Background: an optimization exercise with open tools, aiming at small area and a short achievable clock period. Do not read the settings as production practice. No run shown here included a check of the RTL's function; only the layout flow was run. No driver is modelled on the clock port, so clocking that relies on it looks cheaper here than on a real chip. Power is estimated from default activity; no workload was simulated.

**flow/constraint.sdc**
```tcl
create_clock -name core_clock -period 3.5 [get_ports {clk}]
set_input_delay 0.7000 -clock core_clock [delete_from_list [all_inputs] [get_ports {clk}]]
set_output_delay 0.7000 -clock core_clock [all_outputs]
set_load 0.01 [all_outputs]
```
**flow/design.v**
```verilog
module sync_fifo
(
input               clk,
input               rst_n,
input               wen,
input   [15:0]      data_in,
output              full,
input               ren,
output  [15:0]      data_out,
output              empty
);
reg  [3:0]  wr_hi, wr_lo;
reg  [15:0] rd_oh;
reg         full_r;      
reg         nempty_r;    
reg         nfull_i;     
reg         empty_i;     
reg  [15:0] mem [0:15];
reg  [15:0] data_out_r;
assign full     = full_r;
assign empty    = ~nempty_r;
assign data_out = data_out_r;
wire push = wen & nfull_i;
wire pop  = ren & ~empty_i;
wire [15:0] wr_oh;
genvar i;
generate
    for (i = 0; i < 16; i = i + 1) begin : sel
        assign wr_oh[i] = wr_hi[i/4] & wr_lo[i%4];
    end
endgenerate
wire [3:0]  wr_lo1 = {wr_lo[2:0], wr_lo[3]};
wire [3:0]  wr_hi1 = {wr_hi[2:0], wr_hi[3]};
wire [15:0] wr_oh1 = {wr_oh[14:0], wr_oh[15]};
wire [15:0] rd_oh1 = {rd_oh[14:0], rd_oh[15]};
wire        last_word  = |(rd_oh1 & wr_oh);
wire        last_space = |(wr_oh1 & rd_oh);
always @(posedge clk or negedge rst_n)
begin
    if (!rst_n) begin
        wr_hi    <= 4'd1;
        wr_lo    <= 4'd1;
        rd_oh    <= 16'd1;
        full_r   <= 1'b0;
        nempty_r <= 1'b0;
        nfull_i  <= 1'b1;
        empty_i  <= 1'b1;
    end else begin
        if (push & wr_lo[3]) wr_hi <= wr_hi1;
        if (push)            wr_lo <= wr_lo1;
        if (pop)             rd_oh <= rd_oh1;
        if (push) begin
            nempty_r <= 1'b1;
            empty_i  <= 1'b0;
        end else if (pop) begin
            nempty_r <= ~last_word;
            empty_i  <= last_word;
        end
        if (pop) begin
            full_r  <= 1'b0;
            nfull_i <= 1'b1;
        end else if (push) begin
            full_r  <= last_space;
            nfull_i <= ~last_space;
        end
    end
end
reg [15:0] rd_word;
integer k;
always @*
begin
    rd_word = 16'd0;
    for (k = 0; k < 16; k = k + 1)
        rd_word = rd_word | (mem[k] & {16{rd_oh[k]}});
end
generate
    for (i = 0; i < 16; i = i + 1) begin : row
        always @(posedge clk)
            if (wr_oh[i] & nfull_i)
                mem[i] <= data_in;
    end
endgenerate
always @(posedge clk)
    if (pop)
        data_out_r <= rd_word;
endmodule
```
**flow/flow/post_cts.tcl**
```tcl
# Sourced by ORFS's cts.tcl (POST_CTS_TCL) after CTS and its timing repair.
# Replaces the clock tree's upper levels by CLOCK_ROOTS buffers fed straight
# from the clock port; each drives the leaf buffers nearest to it (k-means on
# the leaf buffers' positions). Then legalizes and repairs timing again.

proc restructure_clock {K} {
  set block [ord::get_db_block]
  set clknet [[$block findBTerm clk] getNet]
  set leaves {}
  set upper {}
  foreach inst [$block getInsts] {
    set n [$inst getName]
    if {[string match clkbuf_leaf_* $n]} {
      lappend leaves $inst
    } elseif {[string match clkbuf_* $n]} {
      lappend upper $inst
    }
  }
  set n [llength $leaves]
  if {$n < $K || [llength $upper] == 0} {
    puts "restructure_clock: $n leaf buffers, [llength $upper] upper buffers; tree left as it is"
    return
  }
  set pts {}
  foreach l $leaves {
    set b [$l getBBox]
    lappend pts [list [expr {([$b xMin] + [$b xMax]) / 2.0}] [expr {([$b yMin] + [$b yMax]) / 2.0}]]
  }
  # k-means, seeded by the leaves sorted by angle around their centre
  set cx 0.0; set cy 0.0
  foreach p $pts { set cx [expr {$cx + [lindex $p 0]}]; set cy [expr {$cy + [lindex $p 1]}] }
  set cx [expr {$cx / $n}]; set cy [expr {$cy / $n}]
  set ang {}
  foreach p $pts { lappend ang [list [expr {atan2([lindex $p 1] - $cy, [lindex $p 0] - $cx)}] $p] }
  set ang [lsort -real -index 0 $ang]
  set cents {}
  for {set k 0} {$k < $K} {incr k} { lappend cents [lindex [lindex $ang [expr {int(($k + 0.5) * $n / $K)}]] 1] }
  set asg {}
  for {set it 0} {$it < 100} {incr it} {
    set asg {}
    foreach p $pts {
      set best 0; set bd 1e30
      for {set k 0} {$k < $K} {incr k} {
        set c [lindex $cents $k]
        set d [expr {pow([lindex $p 0] - [lindex $c 0], 2) + pow([lindex $p 1] - [lindex $c 1], 2)}]
        if {$d < $bd} { set bd $d; set best $k }
      }
      lappend asg $best
    }
    set new {}
    for {set k 0} {$k < $K} {incr k} {
      set sx 0.0; set sy 0.0; set c 0
      foreach p $pts a $asg {
        if {$a == $k} { set sx [expr {$sx + [lindex $p 0]}]; set sy [expr {$sy + [lindex $p 1]}]; incr c }
      }
      if {$c > 0} { lappend new [list [expr {$sx / $c}] [expr {$sy / $c}]] } else { lappend new [lindex $cents $k] }
    }
    set cents $new
  }
  # every load of an upper-level buffer must be a buffer of the tree or a
  # dummy load; otherwise leave the tree as it is
  foreach u $upper {
    foreach it [[[$u findITerm X] getNet] getITerms] {
      set m [[$it getInst] getName]
      if {[$it getInst] ne $u && ![string match clkbuf_* $m] && ![string match clkload* $m]} {
        puts "restructure_clock: $m hangs on an upper level; tree left as it is"
        return
      }
    }
  }
  foreach u $upper {
    set onet [[$u findITerm X] getNet]
    foreach it [$onet getITerms] {
      set i [$it getInst]
      if {$i eq $u} continue
      if {[string match clkload* [$i getName]]} { odb::dbInst_destroy $i } else { $it disconnect }
    }
    odb::dbInst_destroy $u
    odb::dbNet_destroy $onet
  }
  set master [[ord::get_db] findMaster sky130_fd_sc_hd__clkbuf_16]
  for {set k 0} {$k < $K} {incr k} {
    set cnt 0
    foreach a $asg { if {$a == $k} { incr cnt } }
    if {$cnt == 0} continue
    set b [odb::dbInst_create $block $master clkroot_$k]
    set net [odb::dbNet_create $block clknet_root_$k]
    $net setSigType CLOCK
    [$b findITerm A] connect $clknet
    [$b findITerm X] connect $net
    set c [lindex $cents $k]
    $b setLocation [expr {int([lindex $c 0])}] [expr {int([lindex $c 1])}]
    $b setPlacementStatus PLACED
    foreach l $leaves a $asg { if {$a == $k} { [$l findITerm A] connect $net } }
    puts "restructure_clock: clkroot_$k drives $cnt leaf buffers"
  }
}


# Useful skew for the paths between registers: the registers whose names
# match EARLY_REGS (the FIFO pointers, which start the longest register-to-
# register paths and feed no output) get their clock from one buffer fed
# straight from the clock port, so it reaches them one buffer level earlier.
proc early_clock {patterns} {
  set block [ord::get_db_block]
  set clknet [[$block findBTerm clk] getNet]
  set sinks {}
  foreach inst [$block getInsts] {
    set n [$inst getName]
    foreach p $patterns {
      if {[string match $p $n]} {
        set ck [$inst findITerm CLK]
        if {$ck ne "NULL" && $ck ne ""} { lappend sinks $ck }
        break
      }
    }
  }
  if {[llength $sinks] == 0} { puts "early_clock: no registers match"; return }
  set sx 0.0; set sy 0.0
  foreach ck $sinks {
    set b [[$ck getInst] getBBox]
    set sx [expr {$sx + ([$b xMin] + [$b xMax]) / 2.0}]
    set sy [expr {$sy + ([$b yMin] + [$b yMax]) / 2.0}]
  }
  set n [llength $sinks]
  set master [[ord::get_db] findMaster sky130_fd_sc_hd__clkbuf_16]
  set b [odb::dbInst_create $block $master clkearly]
  set net [odb::dbNet_create $block clknet_early]
  $net setSigType CLOCK
  [$b findITerm A] connect $clknet
  [$b findITerm X] connect $net
  $b setLocation [expr {int($sx / $n)}] [expr {int($sy / $n)}]
  $b setPlacementStatus PLACED
  foreach ck $sinks { $ck disconnect; $ck connect $net }
  puts "early_clock: clkearly drives $n registers"
  # leaf buffers left without loads
  foreach inst [$block getInsts] {
    if {[string match clkbuf_leaf_* [$inst getName]]} {
      set onet [[$inst findITerm X] getNet]
      if {[llength [$onet getITerms]] <= 1} {
        [$inst findITerm A] disconnect
        odb::dbInst_destroy $inst
        odb::dbNet_destroy $onet
        puts "early_clock: removed an empty leaf buffer"
      }
    }
  }
}

restructure_clock $::env(CLOCK_ROOTS)
if {[info exists ::env(EARLY_REGS)]} { early_clock $::env(EARLY_REGS) }
detailed_placement
estimate_parasitics -placement
report_clock_latency -clock [all_clocks]
repair_timing_helper
detailed_placement
check_placement -verbose
estimate_parasitics -placement
report_clock_latency -clock [all_clocks]
puts "post_cts: setup WNS [worst_slack -max], hold WNS [worst_slack -min]"
```
**flow/standard.sh**
```bash
#!/bin/bash
# synth_recipe.tcl (not shown) runs the flow's synth.tcl, then flattens the netlist and writes it again
# the make line also repeats each setting of config.mk as NAME=value (left out here)
make -C /OpenROAD-flow-scripts/flow DESIGN_CONFIG=/design/flow/config.mk WORK_HOME=/design/flow/orfs CLKGATE_MAP_FILE= SYNTH_SCRIPT=/design/flow/synth_recipe.tcl "${@:-finish}"
```
**flow/config.mk**
```make
export PLATFORM = sky130hd
export DESIGN_NAME = sync_fifo
export DESIGN_NICKNAME = sync_fifo
export VERILOG_FILES = /design/flow/design.v
export SDC_FILE = /design/flow/constraint.sdc
export NUM_CORES = 4
export LEC_CHECK = 0
export CAP_MARGIN = 20
export CORE_MARGIN = 2
export CORE_UTILIZATION = 55
export CTS_CLUSTER_DIAMETER = 100
export CTS_CLUSTER_SIZE = 30
export SETUP_SLACK_MARGIN = 1.8
export SLEW_MARGIN = 20
```
**flow/flow/run.sh**
```bash
#!/bin/bash
# The standard layout (the standard.sh: standard synthesis, floorplan,
# placement, CTS, routing, finish) with one change, made by a hook at the end
# of the CTS step (post_cts.tcl):
# - the clock tree's upper levels are replaced by CLOCK_ROOTS buffers fed
#   straight from the clock port, each driving the nearest leaf buffers, so
#   the registers get their clock through two buffers, all at the same time;
set -euo pipefail
here=$(pwd)
export POST_CTS_TCL="$here/flow/post_cts.tcl"
export CLOCK_ROOTS=3
export EARLY_REGS="rd_oh* wr_hi* wr_lo* nfull_i* empty_i*"
bash standard.sh > "$here/standard.log" 2>&1
```
==> flow_summary.yaml, run 1 <==
outcome:
  outcome: "complete, no violations"
timing:
  hold_violations: 0
  max_slew.worst_pin.slew_ns: 0.688
  rsz0062_at_grt: "true"
  period_share: 0.480
  period_needed_ns: 1.68
  fin_setup_tns_ns: 0
  final-setup-viol-count: 0
  finClkSkew_ns: 0.173
  relSlewSlack: 0.542
  fmax_mhz: 595
  drv_slew: 0
worst_hold_path:
  hp-start: "nempty_r"
  hold_path_depth: 2
  hp-class: "flop to flop"
setup_path:
  cp_top_family: "compound AO/OA/AOI/OAI gates"
  required_ns: 3.61
  crit_buf_inv: 0
  setup.worst_path.start_class: "flop"
  worst-r2r-cell-count: 4
  critical_path_class: "flop to flop"
  cp_slowest_cell: "dfrtp_2"
  startpoint: "rd_oh[14]"
  crit_arrival_ns: 1.79
  path_max_fanout: 20
  slowest_delay_ns: 0.67
  path_cells: "a22o_1 > a22oi_1 > nand4_1 > a31oi_4"
  cp.depth: 4
  reg2reg_from: "rd_oh[14]"
  cp-end-kind: "flop"
floorplanning:
  die_x_um: 146
  dieHeight_um: 146
  num_rows: 51
  initial_utilization: 0.565
  core_area_um2: 19700
  ios: 38
  die_area_um2: 21300
synthesis:
  synth-compound-area-share: 0.124
  yosys.area_share.simple: 0.0416
  avgSynthCellArea_um2: 18.4
  synth_xor_xnor_area_share: 0
  synth_top_family_by_area: "compound AO/OA/AOI/OAI gates"
  synth_cells: 603
  synth_fa_ha_area_frac: 0
  synthMuxAreaShare: 0.00710
  synth_cell_types: 30
  netlist_area_um2: 11100
  ys_warn_count: 2
  synth-seq-cells: 300
  syn-num-nets: 623
  seq_area_frac_synth: 0.800
final_layout:
  design_area_um2: 12200
  drive_gt1_frac: 0.171
  insertedDiodeCount: 0
  area_growth_syn_to_layout_pct: 9.65
  utilization: 0.619
  fin_nets: 657
global_route:
  grt_pass1_wl_um: 40700
  grt_max_degree: 32
  antenna_found_initial: 0
  grt_usage: 0.267
  grt_pass1_vias: 5812
  overflow: 0
detailed_routing:
  first_pass_iters: 4
  drc_errors: 0
  wire_per_inst_um: 31.2
  viasPerCell: 6.74
  wirelength_um: 28300
  antenna_left: 0
  drt_iter0_markers: 752
  vias: 6117
power:
  seq_power_share: 0.678
  p_int_mw: 4.71
  p_per_area_nw_per_um2: 474
  swShare: 0.184
  ir_drop_uv: 353
  power_frac_comb: 0.018
  p_total_mw: 5.76
  power.leakage_nw: 4.07
  pwr-share-clk: 0.303
  power_switching_mw: 1.06
flow_run:
  maxCapViolations: 0
placed_design:
  dpl_cell_area_um2: 11700
  numPortBuffers: 37
  place_congestion: 0.774
  hpwl_um: 14600
clocking:
  cts_tree: "done"
  clkLatencyLatePin_ns: 0.34
  worst_setup_hold_path_clk_slew_ns: 0.10
  clock-sinks: 300
-- layout make-up, without the clock buffers --
| type | instances | area (µm²) |
|---|---|---|
| sequential | 300 | 8900 |
| timing repair buffer | 62 | 567 |
| tap | 265 | 332 |
| multi-input combinational | 257 | 1970 |
| fill | 1449 | 7490 |
| inverter | 2 | 20.0 |
| buffer | 4 | 100 |
-- worst paths after layout --
check / slack, ns / endpoint
worst max-delay path: 1.82 / nfull_i
worst min-delay path: 0.52 / nempty_r
worst max register to register: 1.82 / nfull_i
worst min register to register: 0.52 / nempty_r
max in group asynchronous: 2.30 / rd_oh[0]
min in group asynchronous: 0.80 / full_r
-- cells by family (layout without fill, tap and decap cells) --
kind of cell | after synthesis | after routing
AO/OA/AOI/OAI | 154 | 154
buffers and inverters | 46 | 86
flip-flops | 300 | 300
multiplexers | 7 | 7
AND/OR/NAND/NOR | 96 | 96
-- cells in the final DEF (no fill, tap or decap), types with 2 or more instances in the layout --
cell type / Yosys / routed
edfxtp_1: 272 / 272
a22o_1: 79 / 79
a221oi_1: 57 / 57
nand2_1: 52 / 51
nand4_1: 18 / 18
buf_2: 27 / 18
clkdlybuf4s50_1: 0 / 17
clkbuf_16: 0 / 14
dfrtp_2: 0 / 14
buf_4: 1 / 12
and3_2: 0 / 10
dfrtp_1: 23 / 9
clkbuf_1: 2 / 8
a221oi_2: 7 / 7
mux2_2: 7 / 7
buf_6: 13 / 7
and3_4: 0 / 5
nand3_1: 5 / 4
dfstp_2: 5 / 4
a22oi_1: 3 / 3
o21ai_1: 2 / 2
nor2_1: 2 / 2
buf_16: 0 / 2
dlymetal6s2s_1: 0 / 2
buf_8: 0 / 2
-- sequential cells by signal (all words and copies together) (netlist names) --
register    cells
empty_i         1
nempty_r        1
mem           256
wr_lo           4
wr_hi           4
nfull_i         1
full_r          1
data_out_r     16
rd_oh          16
-- cell usage after synthesis, drive strengths merged --
cell,instances,area [µm²]
and2,1,6.26
a22o,79,692
dfstp,5,131
and4,1,8.76
clkbuf,3,12.5
nor2,2,7.51
buf,41,289
o21a,1,7.51
a21oi,1,5.00
nand4,18,113
and3,16,100
nand2b,1,6.26
o21ai,3,15.0
mux2,7,78.8
inv,1,3.75
a221oi,64,604
dfrtp,23,576
clkinv,1,3.75
a22oi,4,35.0
o211ai,1,7.51
nand3,5,25.0
a31oi,1,6.26
nand2,52,195
edfxtp,272,8170
-- routing by layer --
layer  track usage  share of wire  vias up
met3        0.0441          0.071       41
li1              -              -     2562
met1         0.398           0.43     3237
met5             0              0        -
met4        0.0646          0.022        0
met2         0.422           0.47      277
-- per-stage QoR --
step | hold WS (ns) | std cells | setup slack [ns]
floorplan | 0.404 | 603 | 1.91
global placement | 0.500 | 872 | 1.18
detailed placement | 0.504 | 877 | 1.13
global route | 0.563 | 908 | 1.77
finish | 0.515 | 908 | 1.82
-- tightest hold or removal path, cell delays in order (launching register included) --
cell      delay [ns]
dfrtp_1         0.34
nand2_1         0.05
o211ai_1        0.08
-- power by group through the flow --
stage | combinational [mW] | sequential [mW] | clock, mW
floorplan | 0.0128 | 3.99 | 0
global placement | 0.0942 | 3.99 | 0
detailed placement | 0.0987 | 3.99 | 0
global route | 0.115 | 3.91 | 1.89
finish | 0.106 | 3.91 | 1.75
==> inputs of run 2 (changes only) <==
--- a/flow/flow/run.sh
+++ b/flow/flow/run.sh
@@ -11,3 +11,3 @@
 export CLOCK_ROOTS=3
-export EARLY_REGS="rd_oh* wr_hi* wr_lo* nfull_i* empty_i*"
+export EARLY_REGS="rd_oh* wr_hi* wr_lo*"
 bash standard.sh > "$here/standard.log" 2>&1
==> run 2 against run 1 <==
- critical path depth is 1 lower
- utilization shrank 0.076 points
- global-route usage barely moved
- sequential power is essentially flat
- largest power group unchanged
- clock skew rose by 0.0046 ns
- still clean
- clock power barely moved
- via count down 1.3%
- combinational power barely moved
- design area down 0.12%
==> flow_summary.yaml, run 2 <==
power:
  power_switching_mw: 1.05
  p_int_mw: 4.71
  pwr-share-clk: 0.303
  swShare: 0.183
  power_frac_comb: 0.018
  ir_drop_uv: 355
  p_total_mw: 5.76
  p_per_area_nw_per_um2: 474
  power.leakage_nw: 4.07
  seq_power_share: 0.679
final_layout:
  utilization: 0.618
  drive_gt1_frac: 0.170
  final_cell_mix: "edfxtp_1 (272), a22o_1 (79), a221oi_1 (57)"
  largest_reg_flops: 256
  insertedDiodeCount: 0
  design_area_um2: 12200
  max_flop_register: "mem"
  area_growth_syn_to_layout_pct: 9.52
  reg_top3: "mem (256), data_out_r (16), rd_oh (16)"
  fin_nets: 657
  final_common_cell: "edfxtp_1"
synthesis:
  netlist_area_um2: 11100
  synth_cells: 603
  synth-edff-count: 272
  synthTopCellsByCount: "edfxtp_1 (272), a22o_1 (79), a221oi_1 (57), nand2_1 (52), buf_2 (27)"
  synth_flop_cell: "edfxtp_1"
  syn-num-nets: 623
  synthTopCellsByArea: "edfxtp_1 (74%), a22o_1 (6.2%), dfrtp_1 (5.2%), a221oi_1 (4.5%), nand2_1 (1.8%)"
  yosysTopAreaCell: "edfxtp_1"
  yosys.cell_count.top_type: "edfxtp_1"
  synth_cell_types: 30
  avgSynthCellArea_um2: 18.4
  seq_area_frac_synth: 0.800
  ys_warn_count: 2
  synth-seq-cells: 300
  netlist.area_leader.share: 0.736
  async_flop_share: 0.0933
global_route:
  antenna_found_initial: 0
  grt_usage: 0.267
  grt_max_degree: 32
  grt_pass1_wl_um: 40700
  grt_pass1_vias: 5784
  overflow: 0
clocking:
  worst_setup_hold_path_clk_slew_ns: 0.10
  clkLatencyLatePin_ns: 0.34
  clock-sinks: 300
  cts_tree: "done"
placed_design:
  numPortBuffers: 37
  dpl_cell_area_um2: 11700
  hpwl_um: 14600
  dp_slack_ns: 1.13
  place_congestion: 0.774
timing:
  period_needed_ns: 1.68
  relSlewSlack: 0.532
  worst_slack_ns: 1.82
  fmax_mhz: 594
  drv_slew: 0
  finClkSkew_ns: 0.178
  final-setup-viol-count: 0
  period_share: 0.481
  rsz0062_at_grt: "false"
  hold_violations: 0
  max_slew.worst_pin.slew_ns: 0.701
  fin_setup_tns_ns: 0
setup_path:
  r2r_setup_slack_ns: 1.82
  critical_path_class: "flop to flop"
  path_max_fanout: 16
  crit_arrival_ns: 1.67
  required_ns: 3.48
  setup.worst_path.start_class: "flop"
  cp-end-kind: "flop"
worst_hold_path:
  hp-class: "flop to flop"
floorplanning:
  die_area_um2: 21300
  ios: 38
  num_rows: 51
  core_area_um2: 19700
  die_x_um: 146
  initial_utilization: 0.565
  dieHeight_um: 146
detailed_routing:
  antenna_left: 0
  vias: 6037
  viasPerCell: 6.65
  wirelength_um: 28300
  wire_per_inst_um: 31.2
  drt_iter0_markers: 723
  first_pass_iters: 5
  drc_errors: 0
outcome:
  outcome: "complete, no violations"
flow_run:
  maxCapViolations: 0
run 2: cell counts after synthesis:
Identical to the previous run, type by type.
run 2: through the flow:
stage	hold WS (ns)	instances
after floorplan	0.404	603
after global placement	0.500	872
after detailed placement	0.504	877
after global routing	0.564	908
final	0.523	908
run 2: worst paths after layout:
| check | startpoint | to | cells after the start |
|---|---|---|---|
| max in group asynchronous | rst_n | rd_oh[0] | 2 |
| hold reg to reg | nempty_r | nempty_r | 2 |
| setup / recovery | nfull_i | mem[10][1] | 3 |
| hold / removal | nempty_r | nempty_r | 2 |
| setup reg to reg | nfull_i | mem[10][1] | 3 |
| min in group asynchronous | rst_n | full_r | 2 |
run 2: kinds of logic (layout without fill, tap and decap cells):
family          count (synthesis)  after routing  synth area share
buf+inv                        46             86            0.0278
compound gates                154            154             0.124
flops                         300            300             0.800
mux                             7              7           0.00710
simple gates                   96             96            0.0416
run 2: layout make-up, without the clock buffers:
| type | count | area (µm²) |
|---|---|---|
| tap | 265 | 332 |
| sequential | 300 | 8900 |
| inverter | 2 | 20.0 |
| timing repair buffer | 62 | 567 |
| fill | 1455 | 7500 |
| multi-input combinational | 257 | 1960 |
| buffer | 4 | 100 |
run 2: worst max-delay path, stage by stage (launching register included):
cell and delay [ns]:
dfstp_2 0.62, buf_4 0.22, and3_1 0.17, buf_4 0.36
run 2: layer usage:
layer / vias up / wire length (µm) / track usage / share of wire
met3: 40 / 2190 / 0.0419 / 0.077
met5: - / 0 / 0 / 0
met4: 0 / 580 / 0.0597 / 0.020
met2: 269 / 13500 / 0.424 / 0.48
li1: 2562 / - / - / -
met1: 3166 / 12000 / 0.400 / 0.42
run 2: power groups by stage:
stage                     combinational, mW  sequential, mW  clock (mW)
after floorplan                      0.0128            3.99           0
after global placement               0.0942            3.99           0
after detailed placement             0.0987            3.99           0
after global routing                  0.115            3.91        1.89
final                                 0.105            3.91        1.74

## port drivers added, routing unchanged
No port has a modelled driver above. Below, the same layouts with a new extraction and two added sets of constraints.
Step 1 (the two cells are an assumption about what drives the block):
set clk [get_ports {clk}]
set_driving_cell -lib_cell sky130_fd_sc_hd__clkbuf_16 $clk
set_driving_cell -lib_cell sky130_fd_sc_hd__buf_2 [delete_from_list [all_inputs] $clk]
Step 2 moves the port delays by t, midway between the first and last clock arrival at a register: inputs arrive t later, outputs are due t later. That takes back most of the time a late clock gives input paths.
Slacks: ideal ports / drivers / drivers and shift; pairs: ideal ports / drivers.
| run | shift t [ns] | setup slack, ns | worst setup path after step 2 | worst data-port slew with drivers (ns) |
|---|---|---|---|---|
| run 1 | 0.344 | 1.820 / 1.796 / 1.754 | input to register | 0.04 |
| run 2 | 0.341 | 1.817 / 1.794 / 1.753 | input to register | 0.04 |
After both steps every run listed still meets setup and hold. For run 1, which loses most, drivers alone change the setup slack by -0.024 ns; drivers and shift together by -0.066 ns.
